From an optimization exercise on the open Yosys and OpenROAD flow, aimed at small area; shortcuts taken in it are not production practice.
Function was checked by simulation only, so behaviour that the tests miss may differ from the original.
Power is estimated from default activity; no workload was simulated.

--- design/flow/config.mk ---
export PLATFORM = sky130hd
export DESIGN_NAME = pedal_audio
export DESIGN_NICKNAME = pedal_audio
export VERILOG_FILES = /design/flow/design.v
export SDC_FILE = /design/flow/constraint.sdc
export NUM_CORES = 4
export LEC_CHECK = 0
export ABC_AREA = 1
export CAP_MARGIN = 20
export CORE_MARGIN = 2
export CORE_UTILIZATION = 40
export SLEW_MARGIN = 20
export BUFFER_PORTS_ARGS = -buffer_cell sky130_fd_sc_hd__buf_1
export CTS_ARGS = -sink_clustering_enable -repair_clock_nets -dont_use_dummy_load -buf_list sky130_fd_sc_hd__clkbuf_2 -root_buf sky130_fd_sc_hd__clkbuf_8
--- design/flow/flow/area.script ---
strash
dch
amap
topo
--- design/flow/flow/run.sh ---
#!/bin/bash
# Own layout flow: the standard flow (standard.sh), with
#  * area-only ABC mapping in synthesis (flow/abc_area_only.tcl),
#  * the smallest buffer on each port,
#  * clock tree synthesis without dummy loads.
# Each step's full output is in orfs/logs/; make's output is in flow_make.log.
set -euo pipefail
W=$(pwd)
F=$W/flow
export AREA_ABC_SCRIPT=$F/area.script
cat $F/abc_area_only.tcl $W/synth_recipe.tcl > $W/area_synth.tcl
sed "s#$W/synth_recipe.tcl#$W/area_synth.tcl#g" $W/standard.sh > $W/area_standard.sh
grep -q area_synth.tcl $W/area_standard.sh
cat >> $W/config.mk <<'EOC'
export BUFFER_PORTS_ARGS = -buffer_cell sky130_fd_sc_hd__buf_1
export CTS_ARGS = -sink_clustering_enable -repair_clock_nets -dont_use_dummy_load -buf_list sky130_fd_sc_hd__clkbuf_2 -root_buf sky130_fd_sc_hd__clkbuf_8
EOC
bash $W/area_standard.sh > $W/flow_make.log 2>&1
--- design/flow/flow/abc_area_only.tcl ---
# Area-only technology mapping. ABC gets flow/area.script (plain area
# mapping) in place of ORFS's script, which also buffers and upsizes gates
# for speed; the clock period here leaves a wide margin. Full and half adders
# are not extracted into fixed fa/ha cells first, so ABC maps that logic
# with the rest. Everything else in the standard synthesis is unchanged, so
# the registers keep their names and cell types.
unset -nocomplain ::env(ADDER_MAP_FILE)
proc abc {args} {
  set i [lsearch -exact $args -script]
  if { $i >= 0 } {
    set args [lreplace $args [expr {$i + 1}] [expr {$i + 1}] $::env(AREA_ABC_SCRIPT)]
  }
  set j [lsearch -exact $args -D]
  if { $j >= 0 } {
    set args [lreplace $args $j [expr {$j + 1}]]
  }
  yosys abc {*}$args
}
--- design/flow/design.v ---
module distortion(in_sample, mode, en, v, neg, sh_neg, sh_amt);
  input [15:0] in_sample;
  wire [15:0] in_sample;
  input [1:0] mode;
  wire [1:0] mode;
  input en;
  wire en;
  output [15:0] v;
  wire [15:0] v;
  output neg;
  wire neg;
  output sh_neg;
  wire sh_neg;
  output [1:0] sh_amt;
  wire [1:0] sh_amt;
  wire _0_;
  wire _100_;
  wire _101_;
  wire _102_;
  wire _103_;
  wire _104_;
  wire _105_;
  wire _106_;
  wire _107_;
  wire _108_;
  wire _109_;
  wire _10_;
  wire _110_;
  wire _111_;
  wire _112_;
  wire _113_;
  wire _114_;
  wire _115_;
  wire _116_;
  wire _117_;
  wire _118_;
  wire _119_;
  wire _11_;
  wire _120_;
  wire _121_;
  wire _122_;
  wire _123_;
  wire _124_;
  wire _125_;
  wire _126_;
  wire _127_;
  wire _128_;
  wire _129_;
  wire _12_;
  wire _130_;
  wire _131_;
  wire _132_;
  wire _133_;
  wire _134_;
  wire _135_;
  wire _136_;
  wire _137_;
  wire _138_;
  wire _139_;
  wire _13_;
  wire _140_;
  wire _141_;
  wire _142_;
  wire _143_;
  wire _144_;
  wire _145_;
  wire _146_;
  wire _147_;
  wire _148_;
  wire _149_;
  wire _14_;
  wire _150_;
  wire _151_;
  wire _152_;
  wire _153_;
  wire _154_;
  wire _155_;
  wire _156_;
  wire _157_;
  wire _158_;
  wire _159_;
  wire _15_;
  wire _160_;
  wire _161_;
  wire _162_;
  wire _163_;
  wire _164_;
  wire _165_;
  wire _166_;
  wire _167_;
  wire _168_;
  wire _169_;
  wire _16_;
  wire _170_;
  wire _171_;
  wire _172_;
  wire _173_;
  wire _174_;
  wire _175_;
  wire _176_;
  wire _177_;
  wire _178_;
  wire _179_;
  wire _17_;
  wire _180_;
  wire _181_;
  wire _182_;
  wire _183_;
  wire _184_;
  wire _185_;
  wire _186_;
  wire _187_;
  wire _188_;
  wire _189_;
  wire _18_;
  wire _190_;
  wire _191_;
  wire _192_;
  wire _193_;
  wire _194_;
  wire _195_;
  wire _196_;
  wire _197_;
  wire _198_;
  wire _199_;
  wire _19_;
  wire _1_;
  wire _200_;
  wire _201_;
  wire _202_;
  wire _203_;
  wire _204_;
  wire _205_;
  wire _206_;
  wire _207_;
  wire _208_;
  wire _209_;
  wire _20_;
  wire _210_;
  wire _211_;
  wire _212_;
  wire _213_;
  wire _214_;
  wire _215_;
  wire _216_;
  wire _217_;
  wire _218_;
  wire _219_;
  wire _21_;
  wire _220_;
  wire _221_;
  wire _222_;
  wire _223_;
  wire _224_;
  wire _225_;
  wire _226_;
  wire _227_;
  wire _228_;
  wire _229_;
  wire _22_;
  wire _230_;
  wire _231_;
  wire _232_;
  wire _233_;
  wire _234_;
  wire _235_;
  wire _236_;
  wire _237_;
  wire _238_;
  wire _239_;
  wire _23_;
  wire _240_;
  wire _241_;
  wire _242_;
  wire _243_;
  wire _244_;
  wire _245_;
  wire _246_;
  wire _247_;
  wire _248_;
  wire _249_;
  wire _24_;
  wire _250_;
  wire _251_;
  wire _252_;
  wire _253_;
  wire _254_;
  wire _255_;
  wire _256_;
  wire _257_;
  wire _258_;
  wire _259_;
  wire _25_;
  wire _26_;
  wire _27_;
  wire _28_;
  wire _29_;
  wire _2_;
  wire _30_;
  wire _31_;
  wire _32_;
  wire _33_;
  wire _34_;
  wire _35_;
  wire _36_;
  wire _37_;
  wire _38_;
  wire _39_;
  wire _3_;
  wire _40_;
  wire _41_;
  wire _42_;
  wire _43_;
  wire _44_;
  wire _45_;
  wire _46_;
  wire _47_;
  wire _48_;
  wire _49_;
  wire _4_;
  wire _50_;
  wire _51_;
  wire _52_;
  wire _53_;
  wire _54_;
  wire _55_;
  wire _56_;
  wire _57_;
  wire _58_;
  wire _59_;
  wire _5_;
  wire _60_;
  wire _61_;
  wire _62_;
  wire _63_;
  wire _64_;
  wire _65_;
  wire _66_;
  wire _67_;
  wire _68_;
  wire _69_;
  wire _6_;
  wire _70_;
  wire _71_;
  wire _72_;
  wire _73_;
  wire _74_;
  wire _75_;
  wire _76_;
  wire _77_;
  wire _78_;
  wire _79_;
  wire _7_;
  wire _80_;
  wire _81_;
  wire _82_;
  wire _83_;
  wire _84_;
  wire _85_;
  wire _86_;
  wire _87_;
  wire _88_;
  wire _89_;
  wire _8_;
  wire _90_;
  wire _91_;
  wire _92_;
  wire _93_;
  wire _94_;
  wire _95_;
  wire _96_;
  wire _97_;
  wire _98_;
  wire _99_;
  wire _9_;
  assign _220_ = 4'h1 >> { in_sample[8], in_sample[15] };
  assign _219_ = 4'h8 >> { in_sample[8], in_sample[15] };
  assign _218_ = 4'h1 >> { _219_, _220_ };
  assign _217_ = 4'h4 >> { _218_, mode[0] };
  assign _216_ = 4'h1 >> { in_sample[6], in_sample[15] };
  assign _215_ = 4'h8 >> { in_sample[6], in_sample[15] };
  assign _214_ = 4'h1 >> { _215_, _216_ };
  assign _213_ = 4'h1 >> { in_sample[7], in_sample[15] };
  assign _212_ = 4'h8 >> { in_sample[7], in_sample[15] };
  assign _211_ = 4'h1 >> { _212_, _213_ };
  assign _210_ = 4'h8 >> { _211_, _214_ };
  assign _209_ = 4'h2 >> { in_sample[5], in_sample[15] };
  assign _208_ = 4'h1 >> { in_sample[2], in_sample[3] };
  assign _207_ = 4'h1 >> { in_sample[0], in_sample[1] };
  assign _206_ = 4'h8 >> { _207_, _208_ };
  assign _205_ = 4'h8 >> { _206_, _209_ };
  assign _204_ = 4'h4 >> { _205_, in_sample[4] };
  assign _203_ = 4'h8 >> { _204_, _210_ };
  assign _202_ = 4'h1 >> { _203_, _217_ };
  assign _201_ = 4'h1 >> { in_sample[9], in_sample[15] };
  assign _200_ = 4'h8 >> { in_sample[9], in_sample[15] };
  assign _199_ = 4'h1 >> { _200_, _201_ };
  assign _198_ = 4'h2 >> { _199_, mode[1] };
  assign _197_ = 4'h2 >> { _218_, mode[0] };
  assign _196_ = 4'h1 >> { _197_, _198_ };
  assign _195_ = 4'h4 >> { _196_, _202_ };
  assign _194_ = 4'h1 >> { in_sample[10], in_sample[15] };
  assign _193_ = 4'h8 >> { in_sample[10], in_sample[15] };
  assign _192_ = 4'h1 >> { _193_, _194_ };
  assign _191_ = 4'h4 >> { _199_, mode[1] };
  assign _190_ = 4'h1 >> { _191_, _192_ };
  assign _189_ = 4'h1 >> { in_sample[13], in_sample[15] };
  assign _188_ = 4'h8 >> { in_sample[13], in_sample[15] };
  assign _187_ = 4'h1 >> { _188_, _189_ };
  assign _186_ = 4'h2 >> { in_sample[14], in_sample[15] };
  assign _185_ = 4'h4 >> { in_sample[14], in_sample[15] };
  assign _184_ = 4'h1 >> { _185_, _186_ };
  assign _183_ = 4'h4 >> { _184_, _187_ };
  assign _182_ = 4'h1 >> { in_sample[11], in_sample[15] };
  assign _181_ = 4'h8 >> { in_sample[11], in_sample[15] };
  assign _180_ = 4'h1 >> { _181_, _182_ };
  assign _179_ = 4'h1 >> { in_sample[12], in_sample[15] };
  assign _178_ = 4'h8 >> { in_sample[12], in_sample[15] };
  assign _177_ = 4'h1 >> { _178_, _179_ };
  assign _176_ = 4'h1 >> { _177_, _180_ };
  assign _175_ = 4'h8 >> { _176_, _183_ };
  assign _174_ = 4'h8 >> { _175_, _190_ };
  assign _173_ = 4'h4 >> { _174_, _195_ };
  assign _172_ = 4'h2 >> { _173_, en };
  assign _171_ = 4'h1 >> mode;
  assign _170_ = 4'h2 >> { _171_, _172_ };
  assign _169_ = 4'h4 >> { in_sample[5], in_sample[15] };
  assign _168_ = 4'h1 >> { _169_, _209_ };
  assign _167_ = 4'h2 >> { in_sample[1], in_sample[15] };
  assign _166_ = 4'h4 >> { in_sample[0], in_sample[15] };
  assign _165_ = 4'h8 >> { _166_, in_sample[1] };
  assign _164_ = 4'h1 >> { _165_, _167_ };
  assign _163_ = 4'h4 >> { in_sample[2], in_sample[15] };
  assign _162_ = 4'h1 >> { _163_, _208_ };
  assign _161_ = 4'h1 >> { in_sample[4], in_sample[15] };
  assign _160_ = 4'h2 >> { in_sample[3], in_sample[4] };
  assign _159_ = 4'h1 >> { _160_, _161_ };
  assign _158_ = 4'h4 >> { _159_, _162_ };
  assign _157_ = 4'h4 >> { _158_, _164_ };
  assign _156_ = 4'h2 >> { _157_, _168_ };
  assign _155_ = 4'h1 >> { _211_, _214_ };
  assign _154_ = 4'h8 >> { in_sample[4], in_sample[15] };
  assign _153_ = 4'h1 >> { _154_, _161_ };
  assign _152_ = 4'h4 >> { _153_, _206_ };
  assign _151_ = 4'h2 >> { _152_, _155_ };
  assign _150_ = 4'h8 >> { _151_, _156_ };
  assign _149_ = 4'h8 >> { _192_, _199_ };
  assign _148_ = 4'h8 >> { _149_, _218_ };
  assign _147_ = 4'h4 >> { _148_, _150_ };
  assign _146_ = 4'h2 >> { _147_, _176_ };
  assign _145_ = 4'h2 >> { _146_, _187_ };
  assign _144_ = 4'h1 >> { _145_, mode[1] };
  assign _143_ = 4'h2 >> { in_sample[3], in_sample[15] };
  assign _142_ = 4'h4 >> { in_sample[3], in_sample[15] };
  assign _141_ = 4'h1 >> { _142_, _143_ };
  assign _140_ = 4'h4 >> { _141_, _153_ };
  assign _139_ = 4'h2 >> { in_sample[2], in_sample[15] };
  assign _138_ = 4'h1 >> { _139_, _163_ };
  assign _137_ = 4'h4 >> { in_sample[1], in_sample[15] };
  assign _136_ = 4'h1 >> { _137_, _167_ };
  assign _135_ = 4'h2 >> { in_sample[0], in_sample[15] };
  assign _134_ = 4'h2 >> { _135_, _136_ };
  assign _133_ = 4'h1 >> { _134_, _138_ };
  assign _132_ = 4'h2 >> { _133_, _140_ };
  assign _131_ = 4'h2 >> { _168_, _214_ };
  assign _130_ = 4'h4 >> { _131_, _132_ };
  assign _129_ = 4'h1 >> { _211_, _218_ };
  assign _128_ = 4'h4 >> { _129_, _199_ };
  assign _127_ = 4'h4 >> { _128_, _130_ };
  assign _126_ = 4'h2 >> { _127_, mode[0] };
  assign _125_ = 4'h1 >> { _199_, _205_ };
  assign _124_ = 4'h4 >> { _153_, _168_ };
  assign _123_ = 4'h2 >> { _124_, _155_ };
  assign _122_ = 4'h8 >> { _123_, _125_ };
  assign _121_ = 4'h1 >> { _199_, _218_ };
  assign _120_ = 4'h2 >> { _121_, _180_ };
  assign _119_ = 4'h4 >> { _120_, _122_ };
  assign _118_ = 4'h1 >> { _119_, _126_ };
  assign _117_ = 4'h2 >> { _118_, _192_ };
  assign _116_ = 4'h1 >> { _177_, _187_ };
  assign _115_ = 4'h8 >> { _180_, mode[0] };
  assign _114_ = 4'h2 >> { _115_, _116_ };
  assign _113_ = 4'h4 >> { _114_, _117_ };
  assign _112_ = 4'h1 >> { _113_, _144_ };
  assign _111_ = 4'h2 >> { _112_, _184_ };
  assign _110_ = 4'h8 >> { _111_, _170_ };
  assign _109_ = 4'h8 >> { _110_, mode[0] };
  assign _108_ = 4'h2 >> { _111_, _170_ };
  assign _107_ = 4'h8 >> { _129_, _156_ };
  assign _106_ = 4'h4 >> { _129_, _214_ };
  assign _105_ = 4'h2 >> { _106_, _199_ };
  assign _104_ = 4'h4 >> { _105_, _107_ };
  assign _103_ = 4'h1 >> { _104_, _192_ };
  assign _102_ = 4'h2 >> { _103_, _180_ };
  assign _101_ = 4'h1 >> { _102_, mode[0] };
  assign _100_ = 4'h8 >> { _138_, _164_ };
  assign _99_ = 4'h1 >> { _100_, _141_ };
  assign _98_ = 4'h2 >> { _153_, _168_ };
  assign _97_ = 4'h4 >> { _98_, _99_ };
  assign _96_ = 4'h2 >> { _97_, _210_ };
  assign _95_ = 4'h4 >> { _121_, _192_ };
  assign _94_ = 4'h4 >> { _95_, _96_ };
  assign _93_ = 4'h2 >> { _94_, _115_ };
  assign _92_ = 4'h1 >> { _93_, _177_ };
  assign _91_ = 4'h1 >> { _92_, _101_ };
  assign _90_ = 4'h2 >> { _91_, _183_ };
  assign _89_ = 4'h8 >> { _140_, _206_ };
  assign _88_ = 4'h1 >> { _89_, _168_ };
  assign _87_ = 4'h2 >> { _88_, _106_ };
  assign _86_ = 4'h8 >> { _149_, _180_ };
  assign _85_ = 4'h4 >> { _86_, _87_ };
  assign _84_ = 4'h2 >> { _85_, _116_ };
  assign _83_ = 4'h1 >> { _84_, _184_ };
  assign _82_ = 4'h1 >> { _83_, mode[1] };
  assign _81_ = 4'h1 >> { _82_, _90_ };
  assign _80_ = 4'h2 >> { _81_, _108_ };
  assign _79_ = 4'h8 >> mode;
  assign _78_ = 4'h8 >> { _79_, _80_ };
  assign sh_amt[0] = 4'he >> { _78_, _109_ };
  assign sh_amt[1] = 4'h8 >> { _110_, mode[1] };
  assign sh_neg = 4'h4 >> { _80_, mode[1] };
  assign neg = 4'h8 >> { _172_, in_sample[15] };
  assign _77_ = 4'h8 >> { _79_, _108_ };
  assign _76_ = 4'h8 >> { _81_, _170_ };
  assign _75_ = 4'h2 >> { _76_, _172_ };
  assign _74_ = 4'h8 >> { _75_, _180_ };
  assign _73_ = 4'h1 >> { _74_, _77_ };
  assign _72_ = 4'h8 >> { _74_, _77_ };
  assign _71_ = 4'h8 >> { _80_, _192_ };
  assign _70_ = 4'h8 >> { _80_, _218_ };
  assign _69_ = 4'h4 >> { _80_, mode[0] };
  assign _68_ = 4'h8 >> { _172_, _211_ };
  assign _67_ = 4'h1 >> { _68_, _76_ };
  assign _66_ = 4'h4 >> { _67_, _69_ };
  assign _65_ = 4'h8 >> { _69_, _211_ };
  assign _64_ = 4'h4 >> { _76_, mode[1] };
  assign _63_ = 4'h8 >> { _172_, _214_ };
  assign _62_ = 4'h1 >> { _63_, _76_ };
  assign _61_ = 4'h1 >> { _62_, _64_ };
  assign _60_ = 4'h4 >> { _75_, _168_ };
  assign _59_ = 4'h4 >> { _75_, _141_ };
  assign _58_ = 4'h8 >> { _59_, _80_ };
  assign _57_ = 4'h1 >> { _64_, _80_ };
  assign _56_ = 4'h4 >> { _75_, _138_ };
  assign _55_ = 4'h4 >> { _75_, _136_ };
  assign _54_ = 4'h4 >> { _76_, mode[0] };
  assign _53_ = 4'h1 >> { _54_, _80_ };
  assign _52_ = 4'h4 >> { _53_, _64_ };
  assign _51_ = 4'h1 >> { _52_, _69_ };
  assign _50_ = 4'h1 >> { _51_, _55_ };
  assign _49_ = 4'h1 >> { _76_, sh_neg };
  assign _48_ = 4'h2 >> { _49_, mode[0] };
  assign _47_ = 4'h1 >> { _48_, _80_ };
  assign _46_ = 4'h1 >> { _135_, _166_ };
  assign _45_ = 4'h2 >> { _46_, _75_ };
  assign _44_ = 4'h4 >> { _45_, _47_ };
  assign _43_ = 4'h1 >> { _49_, in_sample[15] };
  assign _42_ = 4'h2 >> { _45_, _47_ };
  assign _41_ = 4'h1 >> { _42_, _44_ };
  assign _40_ = 4'h8 >> { _41_, _43_ };
  assign _39_ = 4'h1 >> { _40_, _44_ };
  assign _38_ = 4'h8 >> { _51_, _55_ };
  assign _37_ = 4'h1 >> { _38_, _50_ };
  assign _36_ = 4'h8 >> { _37_, _39_ };
  assign _35_ = 4'h1 >> { _36_, _50_ };
  assign _34_ = 4'h1 >> { _35_, _57_ };
  assign _33_ = 4'h4 >> { _34_, _56_ };
  assign _32_ = 4'h1 >> { _33_, _57_ };
  assign _31_ = 4'h4 >> { _53_, _59_ };
  assign _30_ = 4'h1 >> { _31_, _58_ };
  assign _29_ = 4'h8 >> { _30_, _32_ };
  assign _28_ = 4'h1 >> { _29_, _58_ };
  assign _27_ = 4'h2 >> { _28_, _153_ };
  assign _26_ = 4'h8 >> { _27_, _60_ };
  assign _25_ = 4'h1 >> { _27_, _60_ };
  assign _24_ = 4'h2 >> { _69_, _108_ };
  assign _23_ = 4'h4 >> { _24_, _25_ };
  assign _22_ = 4'h1 >> { _23_, _26_ };
  assign _21_ = 4'h2 >> { _22_, _61_ };
  assign _20_ = 4'h1 >> { _21_, _65_ };
  assign _19_ = 4'h1 >> { _20_, _66_ };
  assign _18_ = 4'h1 >> { _19_, _70_ };
  assign _17_ = 4'h8 >> { _76_, _79_ };
  assign _16_ = 4'h1 >> { _17_, _69_ };
  assign _15_ = 4'h1 >> { _16_, _18_ };
  assign _14_ = 4'h8 >> { _75_, _199_ };
  assign _13_ = 4'h8 >> { _16_, _18_ };
  assign _12_ = 4'h1 >> { _13_, _15_ };
  assign _11_ = 4'h8 >> { _12_, _14_ };
  assign _10_ = 4'h1 >> { _11_, _15_ };
  assign _9_ = 4'h4 >> { _10_, _71_ };
  assign _8_ = 4'h4 >> { _9_, _72_ };
  assign _7_ = 4'h1 >> { _8_, _73_ };
  assign _6_ = 4'h8 >> { _7_, sh_neg };
  assign _5_ = 4'h1 >> { _7_, sh_neg };
  assign _4_ = 4'h2 >> { _5_, _177_ };
  assign _3_ = 4'h1 >> { _4_, _6_ };
  assign _2_ = 4'h1 >> { _3_, _187_ };
  assign _1_ = 4'h4 >> { _51_, _75_ };
  assign _0_ = 4'h4 >> { _75_, _184_ };
  assign _259_ = 4'h4 >> { _0_, _51_ };
  assign _258_ = 4'h1 >> { _259_, _1_ };
  assign v[14] = 4'hb >> { _258_, _2_ };
  assign _257_ = 4'h8 >> { _75_, _187_ };
  assign _256_ = 4'h1 >> { _48_, _69_ };
  assign _255_ = 4'h4 >> { _256_, _257_ };
  assign _254_ = 4'h2 >> { _256_, _257_ };
  assign _253_ = 4'h1 >> { _254_, _255_ };
  assign _252_ = 4'h2 >> { _253_, _3_ };
  assign v[13] = 4'h1 >> { _252_, _2_ };
  assign _251_ = 4'h8 >> { _75_, _177_ };
  assign _250_ = 4'h1 >> { _5_, _6_ };
  assign _249_ = 4'h4 >> { _250_, _251_ };
  assign _248_ = 4'h2 >> { _250_, _251_ };
  assign v[12] = 4'he >> { _248_, _249_ };
  assign _247_ = 4'h8 >> { _9_, _73_ };
  assign v[11] = 4'h1 >> { _247_, _7_ };
  assign _246_ = 4'h8 >> { _75_, _192_ };
  assign _245_ = 4'h1 >> { _246_, _80_ };
  assign _244_ = 4'h1 >> { _245_, _71_ };
  assign _243_ = 4'h1 >> { _244_, _10_ };
  assign _242_ = 4'h8 >> { _244_, _10_ };
  assign v[10] = 4'he >> { _242_, _243_ };
  assign _241_ = 4'h1 >> { _12_, _14_ };
  assign v[9] = 4'h1 >> { _241_, _11_ };
  assign _240_ = 4'h8 >> { _75_, _218_ };
  assign _239_ = 4'h1 >> { _240_, _108_ };
  assign _238_ = 4'h1 >> { _239_, _70_ };
  assign _237_ = 4'h4 >> { _238_, _19_ };
  assign _236_ = 4'h2 >> { _238_, _19_ };
  assign v[8] = 4'he >> { _236_, _237_ };
  assign _235_ = 4'h1 >> { _65_, _66_ };
  assign _234_ = 4'h8 >> { _235_, _21_ };
  assign _233_ = 4'h1 >> { _235_, _21_ };
  assign v[7] = 4'h1 >> { _233_, _234_ };
  assign _232_ = 4'h4 >> { _22_, _61_ };
  assign v[6] = 4'h1 >> { _232_, _21_ };
  assign _231_ = 4'h1 >> { _25_, _26_ };
  assign _230_ = 4'h8 >> { _231_, _24_ };
  assign _229_ = 4'h1 >> { _231_, _24_ };
  assign v[5] = 4'h1 >> { _229_, _230_ };
  assign _228_ = 4'h8 >> { _75_, _153_ };
  assign _227_ = 4'h1 >> { _228_, _17_ };
  assign _226_ = 4'h4 >> { _227_, _28_ };
  assign _225_ = 4'h2 >> { _227_, _28_ };
  assign v[4] = 4'he >> { _225_, _226_ };
  assign _224_ = 4'h1 >> { _30_, _32_ };
  assign v[3] = 4'h1 >> { _224_, _29_ };
  assign _223_ = 4'h2 >> { _34_, _56_ };
  assign v[2] = 4'he >> { _223_, _33_ };
  assign _222_ = 4'h1 >> { _37_, _39_ };
  assign v[1] = 4'he >> { _222_, _36_ };
  assign _221_ = 4'h1 >> { _41_, _43_ };
  assign v[0] = 4'h1 >> { _221_, _40_ };
  assign v[15] = sh_neg;
endmodule
module pedal_audio(
    input  wire        AUD_BCLK,
    input  wire        reset,
    input  wire [1:0]  SW,
    input  wire        AUD_ADCLRCK,
    input  wire        AUD_ADCDAT,
    output wire        AUD_DACLRCK,
    output wire        AUD_DACDAT
);
    reg [1:0] mode_bclk_ff1, mode_bclk_ff2;
    always @(posedge AUD_BCLK) begin
        mode_bclk_ff1 <= SW;
        mode_bclk_ff2 <= mode_bclk_ff1;
    end
    reg        lrclk_prev;
    reg [4:0]  bit_count;
    reg [16:0] cur;
    reg [15:0] oth;
    reg        oth_ok;
    reg        sh_neg;
    reg        neg;
    reg [1:0]  sh_amt;
    reg        dacdat;
    wire boundary = AUD_ADCLRCK ^ lrclk_prev;
    wire load     = boundary | reset;
    wire [15:0] d_v;
    wire        d_neg, d_sh_neg;
    wire [1:0]  d_sh_amt;
    distortion u_dist (
        .in_sample(oth),
        .mode(mode_bclk_ff2),
        .en(oth_ok & ~reset),
        .v(d_v),
        .neg(d_neg),
        .sh_neg(d_sh_neg),
        .sh_amt(d_sh_amt)
    );
    reg tap, late;
    always @(*) begin
        case (sh_amt)
            2'd0: tap = cur[15];
            2'd1: tap = cur[14];
            2'd2: tap = cur[13];
            default: tap = cur[12];
        endcase
        if (sh_neg)
            tap = cur[16];
        case (sh_amt)
            2'd0: late = 1'b0;
            2'd1: late = (bit_count[3:0] == 4'd15);
            2'd2: late = (bit_count[3:1] == 3'd7);
            default: late = (bit_count[3:2] == 2'd3) & (bit_count[1] | bit_count[0]);
        endcase
        if (sh_neg)
            late = 1'b0;
    end
    wire        c_shift = ~load & ~bit_count[4];
    wire        c_hold  = ~load & bit_count[4];
    wire [16:0] cur_next = ({17{load}} & {1'b0, d_v})
                         | ({17{c_shift}} & {cur[15:0], AUD_ADCDAT})
                         | ({17{c_hold}} & cur);
    always @(posedge AUD_BCLK) begin
        lrclk_prev <= AUD_ADCLRCK & ~reset;
        if (load)
            bit_count <= 5'd0;
        else if (!bit_count[4])
            bit_count <= {bit_count[4] | (&bit_count[3:0]),
                          bit_count[3] ^ (&bit_count[2:0]),
                          bit_count[2] ^ (&bit_count[1:0]),
                          bit_count[1] ^ bit_count[0],
                          ~bit_count[0]};
        cur <= cur_next;
        if (boundary)
            oth <= cur[15:0];
        if (reset)
            oth_ok <= 1'b0;
        else if (boundary)
            oth_ok <= bit_count[4];
        if (load) begin
            neg    <= d_neg;
            sh_neg <= d_sh_neg;
            sh_amt <= d_sh_amt;
        end
        if (load)
            dacdat <= 1'b0;
        else
            dacdat <= (tap ^ neg) & ~late & ~bit_count[4];
    end
    assign AUD_DACDAT  = dacdat;
    assign AUD_DACLRCK = AUD_ADCLRCK;
endmodule
--- design/flow/constraint.sdc ---
create_clock -name core_clock -period 20.0 [get_ports {AUD_BCLK}]
set_input_delay 4.0000 -clock core_clock [delete_from_list [all_inputs] [get_ports {AUD_BCLK}]]
set_output_delay 4.0000 -clock core_clock [all_outputs]
set_load 0.01 [all_outputs]
--- design/flow/standard.sh ---
#!/bin/bash
# synth_recipe.tcl (not shown) runs the flow's synth.tcl, then flattens the netlist and writes it again
# the make line also repeats each setting of config.mk as NAME=value (left out here)
make -C /OpenROAD-flow-scripts/flow DESIGN_CONFIG=/design/flow/config.mk WORK_HOME=/design/flow/orfs CLKGATE_MAP_FILE= SYNTH_SCRIPT=/design/flow/synth_recipe.tcl "${@:-finish}"
==> summary.txt, run 1 <==
Status
  – Status: no timing/DRC/antenna violations

Routing
  – Vias/cell: roughly 5.6
  – Via count: ~2,300
  – Post-route ant nets: 0
  – DR iter-0 viols: about 150
  – DRT Pass-1 Iters: 6
  – Per-cell routed wire length: 14.5 um
  – Post-Route WL: just over 6 mm
  – Residual DRC count: 0

Clocking
  – Clock Tree Buf Depth: 2
  – Hold-fix buffers, CTS: 0
  – Clk sinks: approximately 50
  – Root Buffer: clkbuf_8
  – CTS tree: yes
  – Clock buffer count from CTS: 5
  – CTS HTree Levels: 2
  – Setup Fix Bufs, Post-CTS: 0
  – Clock Latency Late Sink: about 0.3 ns
  – Clk slew on worst S/H paths: roughly 0.09 ns
  – Post-cts gate resize count: 0

Cells and area
  – Diodes inserted: 0
  – Most frequent cells in the layout: 66 x nor2_1, 46 x clkinv_1, 32 x nand2_1
  – Layout cells sized above 1: 0.0203
  – Non-Filler Instances: about 420
  – Cell area after layout: 2800 um^2
  – Layout area overhead: 7.79%
  – Most common cell after layout, fill and taps aside: nor2_1
  – Final net count: around 350

Worst setup path
  – Critical Path RT: 20.22 ns
  – CP Class: in -> reg
  – Most used cell, CP: nor2_1
  – Critical path data arrival time: roughly 10 ns
  – CP peak stage delay: between 0.4 and 0.5 ns
  – Setup crit start kind: input port
  – CP Capture Type: flop
  – Crit-path slowest cell: nor2b_1
  – Crit-path max FO: 7

STA
  – RSZ-0062 raised after global routing: false
  – Final count of negative-setup-slack endpoints: 0
  – Peak Freq: around 100 MHz
  – Setup TNS: 0 ns
  – Final Critical Period: around 10 ns
  – Post-route setup slack: 10.04 ns
  – Clock skew: roughly 0.017 ns
  – Slew headroom: 0.306
  – Least-Margin Pin Slew: ~1.0 ns
  – Slew Limit Fails: 0
  – Period utilization: 0.498
  – Final hold vios: 0

Power
  – PwrDens: between 70 and 80 nW/um^2
  – Lkg Pwr: between 0.8 and 0.9 nW
  – Maximum vdd drop: around 47 uV

Placement
  – RePlAce Congestion: between 0.9 and 1
  – Post-DP HPWL: between 4 and 5 mm
  – Placed cell count: around 420
  – Cell Area, Placed: 2730 um^2
  – Pre-CTS WS: between 9 and 10 ns
  – I/O Buffers: 7

GRT
  – M3 GR Usage: 0.0285
  – Routing usage on met1: 0.261
  – Met2 usage: 0.273
  – Layer with the highest usage: met2
  – GRT Residual Overflow: 0
  – Global Route Usage Sum: 0.177
  – Via count of the first global-routing pass: between 2,000 and 2,500
  – Largest net degree at the start of global routing: 21
  – Initial antenna violation count: 0
  – First-pass GRT wire length: around 10 mm

Logic synthesis
  – Post-synth top area share: 0.231
  – Cell count after synthesis: 332
  – Register area share after synthesis: 0.454
  – Cell taking the most area after synthesis: edfxtp_1
  – Cell Area, Synth: roughly 2600 um^2
  – Yosys cell types: 34
  – Synth warn: 1
  – Syn nets: 338
  – Synth top area cells: edfxtp_1 23%, dfxtp_1 22%, nor2_1 9.5%
  – Syn Area/Cell: around 7.8 um^2
  – #FFs+latches synth: roughly 50

Die
  – Core Region: about 6300 um^2
  – Num rows: 29
  – Top Ports: 8
  – Initial Util: 0.412
  – Width of the die: 84.6 um
  – Die height: 84.6 um
  – Die area: between 7000 and 8000 um^2

Flow run
  – Max-Cap Viols: 0

Hold path
  – Hold WC Path Type: reg -> reg
## layout make-up
cell class | instances | area, um^2
fillers | 662 | 3510
repair buffers | 8 | 33.8
well taps | 77 | 96.3
flip-flops and latches | 49 | 1180
multi-input cells | 236 | 1250
clock buffers | 5 | 68.8
inverters | 46 | 173
## cell families after synthesis
logic type,share of synthesized area
AOI/OAI and AO/OA,0.279
xor gates and xnor gates,0.00337
buffers and inverters,0.0693
DFF,0.454
and+or+nand+nor,0.195
## synth_stat cells, drive strengths merged
| master | count |
|---|---|
| a2111oi | 1 |
| a211oi | 5 |
| a21o | 2 |
| a21oi | 29 |
| a22oi | 1 |
| a311oi | 1 |
| a31oi | 7 |
| and2 | 2 |
| and3 | 1 |
| buf | 1 |
| clkinv | 46 |
| dfxtp | 29 |
| edfxtp | 20 |
| nand2 | 32 |
| nand2b | 1 |
| nand3 | 4 |
| nand4 | 2 |
| nor2 | 66 |
| nor2b | 4 |
| nor3 | 6 |
| nor3b | 1 |
| o2111a | 1 |
| o211ai | 4 |
| o21a | 2 |
| o21ai | 30 |
| o21bai | 1 |
| o221a | 1 |
| o221ai | 9 |
| o22a | 4 |
| o22ai | 8 |
| o311ai | 1 |
| o32a | 6 |
| or2 | 3 |
| xnor2 | 1 |
## worst max-delay path: cells and delay by family
kind	cells	cell delay, ns
AO/OA/AOI/OAI	13	2.35
buffers and inverters	3	0.55
AND/OR/NAND/NOR	19	3.24
## per-layer routing
metal	up-vias	part of all wire
met3	7	0.048
li1	1217	-
met2	54	0.45
met5	-	0
met4	0	0.012
met1	1061	0.49
## registers in the layout, summed over array words and instances, names as in the netlist
| name | cells |
|---|---|
| cur | 17 |
| sh_neg | 1 |
| oth_ok | 1 |
| mode_bclk_ff1 | 2 |
| mode_bclk_ff2 | 2 |
| sh_amt | 2 |
| bit_count | 5 |
| neg | 1 |
| dacdat | 1 |
| oth | 16 |
| lrclk_prev | 1 |
## worst paths after layout
check	slack, ns	endpoint	cells past startpoint	startpoint
max reg2reg	11.97	cur[13]	39	oth[15]
max	10.04	cur[13]	35	reset
min reg2reg	0.33	mode_bclk_ff2[1]	0	mode_bclk_ff1[1]
min	0.33	mode_bclk_ff2[1]	0	mode_bclk_ff1[1]
## power by group
group          leakage, nW  internal, mW  switching (mW)
sequential           0.449         0.112         0.00471
clock               0.0359        0.0226          0.0296
combinational        0.414        0.0112          0.0246
## metrics by stage
stage               power (mW)  hold slack [ns]  utilization
global placement         0.154            0.310        0.432
floorplan                0.144            0.310            -
detailed placement       0.154            0.314        0.432
finish                   0.204            0.331        0.444
CTS                      0.205            0.333        0.443
global route             0.215            0.343        0.444
==> run 2, diff against run 1 <==
==> design/flow/flow/abc_area_only.tcl (replaced) <==
# Area-only technology mapping: ABC gets flow/area.script (plain area
# mapping) in place of ORFS's script, which also buffers and upsizes gates
# for speed; the clock period here leaves a wide margin. Everything else in
# the standard synthesis is unchanged, so the registers keep their names and
# cell types.
proc abc {args} {
  set i [lsearch -exact $args -script]
  if { $i >= 0 } {
    set args [lreplace $args [expr {$i + 1}] [expr {$i + 1}] $::env(AREA_ABC_SCRIPT)]
  }
  set j [lsearch -exact $args -D]
  if { $j >= 0 } {
    set args [lreplace $args $j [expr {$j + 1}]]
  }
  yosys abc {*}$args
}
==> run 2 against run 1 <==
Non-clock buffer count grew 3; via count fell by 6.3%; count of clock-buffer cells in the layout did not move; clock power is essentially flat; register-to-register slack got worse by 1.2 ns; worst hold slack lost 0.0010 ns.
==> summary.txt, run 2 <==
Logic synthesis
  – Syn nets: 322 (was 338)
  – Asr flop ratio synth: 0 (unchanged)
  – #FFs+latches synth: 49 (unchanged)
  – Cell taking the most area after synthesis: edfxtp_1 (unchanged)
  – Top-count cell post-synth: nor2_1 (unchanged)
  – Cell count after synthesis: 301 (was 332)
  – Cell Area, Synth: 2640 um^2 (was 2600 um^2)
  – Most used DFF post-synth: dfxtp_1 (unchanged)
  – Yosys cell types: 37 (was 34)
  – Post-synth top area share: 0.227 (was 0.231)
  – Top post-synthesis cells by count: 54 x nor2_1, 38 x clkinv_1, 29 x dfxtp_1, 22 x nand2_1, 21 x o21ai_0 (was 66 x nor2_1, 46 x clkinv_1, 32 x nand2_1, 30 x o21ai_0)
  – EDFF count, synth: 20 (unchanged)
  – Synth top area cells: edfxtp_1 23%, dfxtp_1 22%, nor2_1 7.7% (was edfxtp_1 23%, dfxtp_1 22%, nor2_1 9.5%)
  – Synth warn: 1 (unchanged)
  – Syn Area/Cell: 8.78 um^2 (was 7.84 um^2)
  – Register area share after synthesis: 0.447 (was 0.454)

Worst setup path
  – Crit-path slowest cell: nor3b_1 (was nor2b_1)
  – Worst Reg-to-Reg Cells: 41 (was 39)
  – Reg-to-reg slack, setup: 10.78 ns (was 11.97 ns)
  – Reg2Reg Capture Point: cur[13] (unchanged)
  – Critical Path RT: 20.20 ns (was 20.22 ns)
  – CP Capture Type: flop (unchanged)
  – End of the critical path: cur[13] (unchanged)
  – Most used cell, CP: nor2_1 (unchanged)
  – Crit-path max FO: 7 (unchanged)
  – CP peak stage delay: 0.80 ns (was 0.41 ns)
  – Critical path data arrival time: 11.23 ns (was 10.17 ns)
  – Worst Setup SP: reset (unchanged)
  – R2r startpoint: oth[15] (unchanged)
  – CP Class: in -> reg (unchanged)
  – Setup crit start kind: input port (unchanged)

Placement
  – Pre-CTS WS: 8.75 ns (was 9.90 ns)
  – RePlAce Congestion: 0.853 (was 0.927)
  – I/O Buffers: 7 (unchanged)
  – Post-DP HPWL: 4.60 mm (was 4.59 mm)

Clocking
  – CTS HTree Levels: 2 (unchanged)
  – Clock buffer count from CTS: 5 (unchanged)
  – Clock Tree Buf Depth: 2 (unchanged)
  – Setup Fix Bufs, Post-CTS: 0 (unchanged)
  – Hold-fix buffers, CTS: 0 (unchanged)
  – CTS tree: yes (unchanged)
  – Post-cts gate resize count: 0 (unchanged)
  – Root Buffer: clkbuf_8 (unchanged)
  – Clock Latency Late Sink: 0.30 ns (about the same)
  – Clk sinks: 49 (unchanged)
  – Clk slew on worst S/H paths: 0.09 ns (about the same)

Hold path
  – Hold WC Path Type: reg -> reg (unchanged)

STA
  – Final Critical Period: 11.03 ns (was 9.96 ns)
  – Post-route setup slack: 8.97 ns (was 10.04 ns)
  – Setup TNS: 0 ns (unchanged)
  – Peak Freq: 90.7 MHz (was 100 MHz)
  – Final count of negative-setup-slack endpoints: 0 (unchanged)
  – Slew Limit Fails: 0 (unchanged)
  – Final hold vios: 0 (unchanged)
  – Least-Margin Pin Slew: 0.957 ns (was 1.04 ns)
  – Slew headroom: 0.361 (was 0.306)
  – Period utilization: 0.551 (was 0.498)
  – Clock skew: 0.0192 ns (was 0.0170 ns)
  – RSZ-0062 raised after global routing: false (unchanged)

Routing
  – Post-Route WL: 6.19 mm (was 6.09 mm)
  – Per-cell routed wire length: 15.7 um (was 14.5 um)
  – Post-route ant nets: 0 (unchanged)
  – Via count: 2,191 (was 2,339)
  – DR iter-0 viols: 228 (was 153)
  – Residual DRC count: 0 (unchanged)
  – Vias/cell: 5.58 (was 5.56)
  – DRT Pass-1 Iters: 4 (was 6)

Die
  – Top Ports: 8 (unchanged)
  – Initial Util: 0.414 (was 0.412)
  – Core Region: 6390 um^2 (was 6310 um^2)
  – Width of the die: 85.3 um (was 84.6 um)
  – Die area: 7270 um^2 (was 7160 um^2)
  – Num rows: 29 (unchanged)
  – Die height: 85.3 um (was 84.6 um)

GRT
  – Global Route Usage Sum: 0.180 (was 0.177)
  – GRT Residual Overflow: 0 (unchanged)
  – Via count of the first global-routing pass: 2,039 (was 2,068)
  – Initial antenna violation count: 0 (unchanged)
  – First-pass GRT wire length: 10.4 mm (was 10.1 mm)
  – Largest net degree at the start of global routing: 22 (was 21)

Cells and area
  – Number of flip-flops under the largest register name: 17 (unchanged)
  – Most frequent cells in the layout: 54 x nor2_1, 38 x clkinv_1, 29 x dfxtp_1 (was 66 x nor2_1, 46 x clkinv_1, 32 x nand2_1)
  – Register cell area after layout: 1180 um^2 (unchanged)
  – Layout cells sized above 1: 0.0316 (was 0.0203)
  – Most common cell after layout, fill and taps aside: nor2_1 (unchanged)
  – Final net count: 339 (was 352)
  – Layout area overhead: 8.38% (was 7.79%)
  – Diodes inserted: 0 (unchanged)
  – Fillers: 627 (was 662)
  – Largest regs: cur x17, oth x16, bit_count x5 (unchanged)
  – Multi-input logic area: 1320 um^2 (was 1250 um^2)
  – Utilization after layout: 0.448 (was 0.444)
  – Biggest register: cur (unchanged)

Flow run
  – Max-Cap Viols: 0 (unchanged)

Status
  – Status: no timing/DRC/antenna violations (unchanged)

Power
  – Maximum vdd drop: 34.8 uV (was 46.8 uV)
  – Lkg Pwr: 1.02 nW (was 0.899 nW)
  – Total chip power: 0.205 mW (was 0.204 mW)
  – PwrDens: 71.7 nW/um^2 (was 72.9 nW/um^2)
==> run 2: how the worst min path moves through the flow <==
stage	depth (start not counted)	end	startpoint
global placement	0	mode_bclk_ff2[1]	mode_bclk_ff1[1]
finish	0	mode_bclk_ff2[0]	mode_bclk_ff1[0]
CTS	0	mode_bclk_ff2[0]	mode_bclk_ff1[0]
global route	0	mode_bclk_ff2[1]	mode_bclk_ff1[1]
floorplan	0	mode_bclk_ff2[0]	mode_bclk_ff1[0]
detailed placement	0	mode_bclk_ff2[0]	mode_bclk_ff1[0]
==> run 2: metrics by stage <==
step | hold WS [ns] | area, um^2 | std cells
5_1_grt | 0.339 | 2860 | 393
4_1_cts | 0.330 | 2860 | 393
6_report | 0.330 | 2860 | 393
3_5_place_dp | 0.313 | 2800 | 388
2_1_floorplan | 0.310 | 2640 | 301
3_3_place_gp | 0.311 | 2780 | 387
==> run 2: cell type report <==
cell class              instances  area share
multi-input cells             213       0.459
flip-flops and latches         49       0.412
inverters                      38      0.0498
well taps                      77      0.0336
clock buffers                   5      0.0240
repair buffers                 11      0.0210
==> run 2: logic make-up (layout without fill, tap and decap cells) <==
logic type               Yosys count  count (layout)  share of synthesized area
AND/OR/NAND/NOR                   99              99                      0.159
buffers and inverters             39              54                     0.0568
AO/OA/AOI/OAI                     99              99                      0.255
flip-flops                        49              49                      0.447
adder cells (fa/ha/maj)           15              15                     0.0824
==> run 2: report_power, final <==
| group | internal (mW) | switching [mW] | total (mW) |
|---|---|---|---|
| clock | 0.0226 | 0.0299 | 0.0525 |
| combinational | 0.0120 | 0.0228 | 0.0348 |
| sequential | 0.112 | 0.00620 | 0.118 |
==> run 2: critical path: cells and delay by family <==
| kind | cells | cell delay [ns] |
|---|---|---|
| and+or+nand+nor | 13 | 2.67 |
| adders and majority gates | 8 | 1.97 |
| buffers and inverters | 7 | 0.96 |
| AOI/OAI and AO/OA | 7 | 1.63 |
==> run 2: per-layer routing <==
layer	GRT usage	vias to the layer above	share of wire
li1	-	1138	-
met1	0.272	991	0.52
met2	0.259	51	0.42
met3	0.0321	11	0.046
met4	0.0563	0	0.018
met5	0	-	0
==> run 3, diff against run 2 <==
--- a/design/flow/config.mk
+++ b/design/flow/config.mk
@@ -10,4 +10,5 @@
 export CORE_MARGIN = 2
 export CORE_UTILIZATION = 40
+export GPL_TIMING_DRIVEN = 0
 export SLEW_MARGIN = 20
 export BUFFER_PORTS_ARGS = -buffer_cell sky130_fd_sc_hd__buf_1
==> run 3 against run 2 <==
Still clean on timing, DRC and antenna; final cell count decreased by 0.25%; worst hold slack worse by 0.00056 ns; maximum frequency is essentially flat; sequential power about the same; total power is 0.40% lower; utilization about the same; count of clock-buffer cells in the layout did not move; synthesized cell count did not move; highest routed layer unchanged.
==> summary.txt, run 3 <==
Logic synthesis
  – Cell count after synthesis: 301 (unchanged)
  – Synth top area cells: edfxtp_1 23%, dfxtp_1 22%, nor2_1 7.7% (unchanged)
  – Top-count cell post-synth: nor2_1 (unchanged)
  – Syn nets: 322 (unchanged)
  – Cell Area, Synth: 2640 um^2 (unchanged)
  – EDFF count, synth: 20 (unchanged)
  – Syn Area/Cell: 8.78 um^2 (unchanged)
  – Register area share after synthesis: 0.447 (unchanged)
  – Asr flop ratio synth: 0 (unchanged)
  – Post-synth top area share: 0.227 (unchanged)
  – Most used DFF post-synth: dfxtp_1 (unchanged)
  – #FFs+latches synth: 49 (unchanged)
  – Yosys cell types: 37 (unchanged)
  – Synth warn: 1 (unchanged)
  – Top post-synthesis cells by count: 54 x nor2_1, 38 x clkinv_1, 29 x dfxtp_1, 22 x nand2_1, 21 x o21ai_0 (unchanged)
  – Cell taking the most area after synthesis: edfxtp_1 (unchanged)

Cells and area
  – Largest regs: cur x17, oth x16, bit_count x5 (unchanged)
  – Layout area overhead: 8.43% (was 8.38%)
  – Biggest register: cur (unchanged)
  – Number of flip-flops under the largest register name: 17 (unchanged)
  – Final net count: 338 (was 339)
  – Diodes inserted: 0 (unchanged)
  – Most frequent cells in the layout: 52 x nor2_1, 38 x clkinv_1, 29 x dfxtp_1 (was 54 x nor2_1, 38 x clkinv_1, 29 x dfxtp_1)
  – Non-Filler Instances: 392 (was 393)
  – Multi-input logic area: 1320 um^2 (about the same)
  – Layout cells sized above 1: 0.0349 (was 0.0316)
  – Most common cell after layout, fill and taps aside: nor2_1 (unchanged)
  – Fillers: 631 (was 627)
  – Register cell area after layout: 1180 um^2 (unchanged)

Routing
  – DRT Pass-1 Iters: 6 (was 4)
  – Residual DRC count: 0 (unchanged)
  – Post-Route WL: 6.15 mm (was 6.19 mm)
  – DR iter-0 viols: 213 (was 228)
  – Vias/cell: 5.56 (was 5.58)
  – Via count: 2,181 (was 2,191)
  – Per-cell routed wire length: 15.7 um (about the same)
  – Post-route ant nets: 0 (unchanged)

STA
  – Period utilization: 0.551 (about the same)
  – Slew Limit Fails: 0 (unchanged)
  – Final hold vios: 0 (unchanged)
  – Final count of negative-setup-slack endpoints: 0 (unchanged)
  – Setup TNS: 0 ns (unchanged)
  – Least-Margin Pin Slew: 0.941 ns (was 0.957 ns)
  – Peak Freq: 90.7 MHz (about the same)
  – RSZ-0062 raised after global routing: false (unchanged)
  – Slew headroom: 0.370 (was 0.361)
  – Final Critical Period: 11.03 ns (about the same)
  – Clock skew: 0.0141 ns (was 0.0192 ns)

Hold path
  – Hold WC Path Type: reg -> reg (unchanged)

Worst setup path
  – Crit-path max FO: 7 (unchanged)
  – CP Class: in -> reg (unchanged)
  – Most used cell, CP: nor2_1 (unchanged)
  – CP Capture Type: flop (unchanged)
  – Critical path data arrival time: 11.22 ns (was 11.23 ns)
  – CP peak stage delay: 0.71 ns (was 0.80 ns)
  – Critical Path RT: 20.20 ns (about the same)
  – Setup crit start kind: input port (unchanged)
  – Crit-path slowest cell: nor3b_1 (unchanged)

Clocking
  – CTS HTree Levels: 2 (unchanged)
  – CTS tree: yes (unchanged)
  – Clk slew on worst S/H paths: 0.09 ns (about the same)
  – Clk sinks: 49 (unchanged)
  – Root Buffer: clkbuf_8 (unchanged)
  – Clock Latency Late Sink: 0.30 ns (about the same)
  – Clock buffer count from CTS: 5 (unchanged)
  – Clock Tree Buf Depth: 2 (unchanged)
  – Post-cts gate resize count: 0 (unchanged)
  – Hold-fix buffers, CTS: 0 (unchanged)
  – Setup Fix Bufs, Post-CTS: 0 (unchanged)

Power
  – Maximum vdd drop: 39.8 uV (was 34.8 uV)
  – Lkg Pwr: 1.01 nW (was 1.02 nW)
  – Logic pwr share: 0.169 (about the same)
  – Sw power: 0.0581 mW (was 0.0589 mW)
  – PwrDens: 71.4 nW/um^2 (was 71.7 nW/um^2)
  – Power share of the sequential group: 0.577 (was 0.575)
  – Int Power: 0.147 mW (about the same)
  – Clock share of power: 0.254 (was 0.256)
  – Sw Ratio: 0.284 (was 0.287)

Die
  – Width of the die: 85.3 um (unchanged)
  – Core Region: 6390 um^2 (unchanged)
  – Die area: 7270 um^2 (unchanged)
  – Initial Util: 0.414 (unchanged)
  – Top Ports: 8 (unchanged)
  – Num rows: 29 (unchanged)
  – Die height: 85.3 um (unchanged)

Placement
  – Post-DP HPWL: 4.62 mm (was 4.60 mm)
  – RePlAce Congestion: 0.929 (was 0.853)
  – I/O Buffers: 7 (unchanged)
  – Placed cell count: 387 (was 388)

GRT
  – First-pass GRT wire length: 10.5 mm (was 10.4 mm)
  – Global Route Usage Sum: 0.183 (was 0.180)
  – Largest net degree at the start of global routing: 22 (unchanged)
  – GRT Residual Overflow: 0 (unchanged)
  – Initial antenna violation count: 0 (unchanged)
  – Via count of the first global-routing pass: 2,049 (was 2,039)

Status
  – Status: no timing/DRC/antenna violations (unchanged)

Flow run
  – Max-Cap Viols: 0 (unchanged)
## run 3: cell count changes in the layout (fill, tap and decap cells not counted), sizes merged
cell  previous run  this run
buf             11        10
## run 3: cell families after synthesis
logic type,after synthesis,synth area share
flip-flops,49,0.447
adder cells (fa/ha/maj),15,0.0824
AND/OR/NAND/NOR,99,0.159
AO/OA/AOI/OAI,99,0.255
buffers and inverters,39,0.0568
## run 3: power groups by stage
stage                     combinational, mW  sequential [mW]  clock [mW]
after floorplan                      0.0253            0.118           0
after global placement               0.0333            0.120           0
after detailed placement             0.0341            0.120           0
after CTS                            0.0343            0.118      0.0537
after global routing                 0.0394            0.119      0.0578
final                                0.0346            0.118      0.0519
## run 3: per-layer routing
layer / vias to the layer above / wire, um / GRT usage
met5: - / 0 / 0
met4: 0 / 85 / 0.0447
met3: 9 / 275 / 0.0340
met2: 54 / 2670 / 0.277
met1: 984 / 3120 / 0.271
li1: 1134 / - / -
## run 3: final timing paths
check / start / endpoint / slack, ns / cells past startpoint
worst min-delay path: mode_bclk_ff1[0] / mode_bclk_ff2[0] / 0.33 / 0
worst max register to register: oth[15] / cur[13] / 10.82 / 41
worst min register to register: mode_bclk_ff1[0] / mode_bclk_ff2[0] / 0.33 / 0
worst max-delay path: reset / cur[13] / 8.97 / 35
## run 3: layout make-up
type,count,area share
multi-input cells,213,0.461
repair buffers,9,0.0170
inverters,38,0.0498
plain buffers,1,0.00262
well taps,77,0.0336
clock buffers,5,0.0240
flip-flops and latches,49,0.412
## run 3: critical path: cells and delay by family
| kind | cells | cell delay [ns] |
|---|---|---|
| adders and majority gates | 8 | 1.95 |
| AOI/OAI and AO/OA | 7 | 1.68 |
| and+or+nand+nor | 13 | 2.60 |
| buffers and inverters | 7 | 1.01 |
## run 3: through the flow
step | power (mW) | instance area (um^2) | setup WS [ns] | util | hold slack (ns)
floorplan | 0.144 | 2640 | 10.12 | - | 0.310
global placement | 0.154 | 2770 | 8.63 | 0.433 | 0.310
detailed placement | 0.155 | 2800 | 8.69 | 0.438 | 0.312
CTS | 0.206 | 2870 | 9.03 | 0.449 | 0.332
global route | 0.217 | 2870 | 8.01 | 0.449 | 0.337
finish | 0.205 | 2870 | 8.97 | 0.449 | 0.329

## what the ideal ports hide
The results above use ideal ports. As a check the final layouts listed here were re-extracted and re-timed, cells and wires unchanged. Step 1 assumes that a clkbuf_16 drives the clock port and a buf_2 every other input. Step 2 moves the port delays by t, midway between the first and last clock arrival at a register: inputs arrive t later, outputs are due t later. That takes back most of the time a late clock gives input paths. Slacks: no drivers / after step 1 / after step 2; pairs: no drivers / after step 1.
run | t (ns) | slack for setup (ns) | hold WS [ns] | worst slew at a driven data input, ns
run 1 | 0.319 | 10.042 / 10.049 / 9.731 | 0.331 / 0.331 / 0.331 | 0.03
run 2 | 0.323 | 8.972 / 8.981 / 8.659 | 0.330 / 0.330 / 0.330 | 0.03
run 3 | 0.321 | 8.975 / 8.980 / 8.659 | 0.329 / 0.329 / 0.329 | 0.03
After both steps every run listed still meets setup and hold. The setup slack of run 3, which loses most, moves by +0.005 ns with the drivers and by -0.316 ns with both steps.
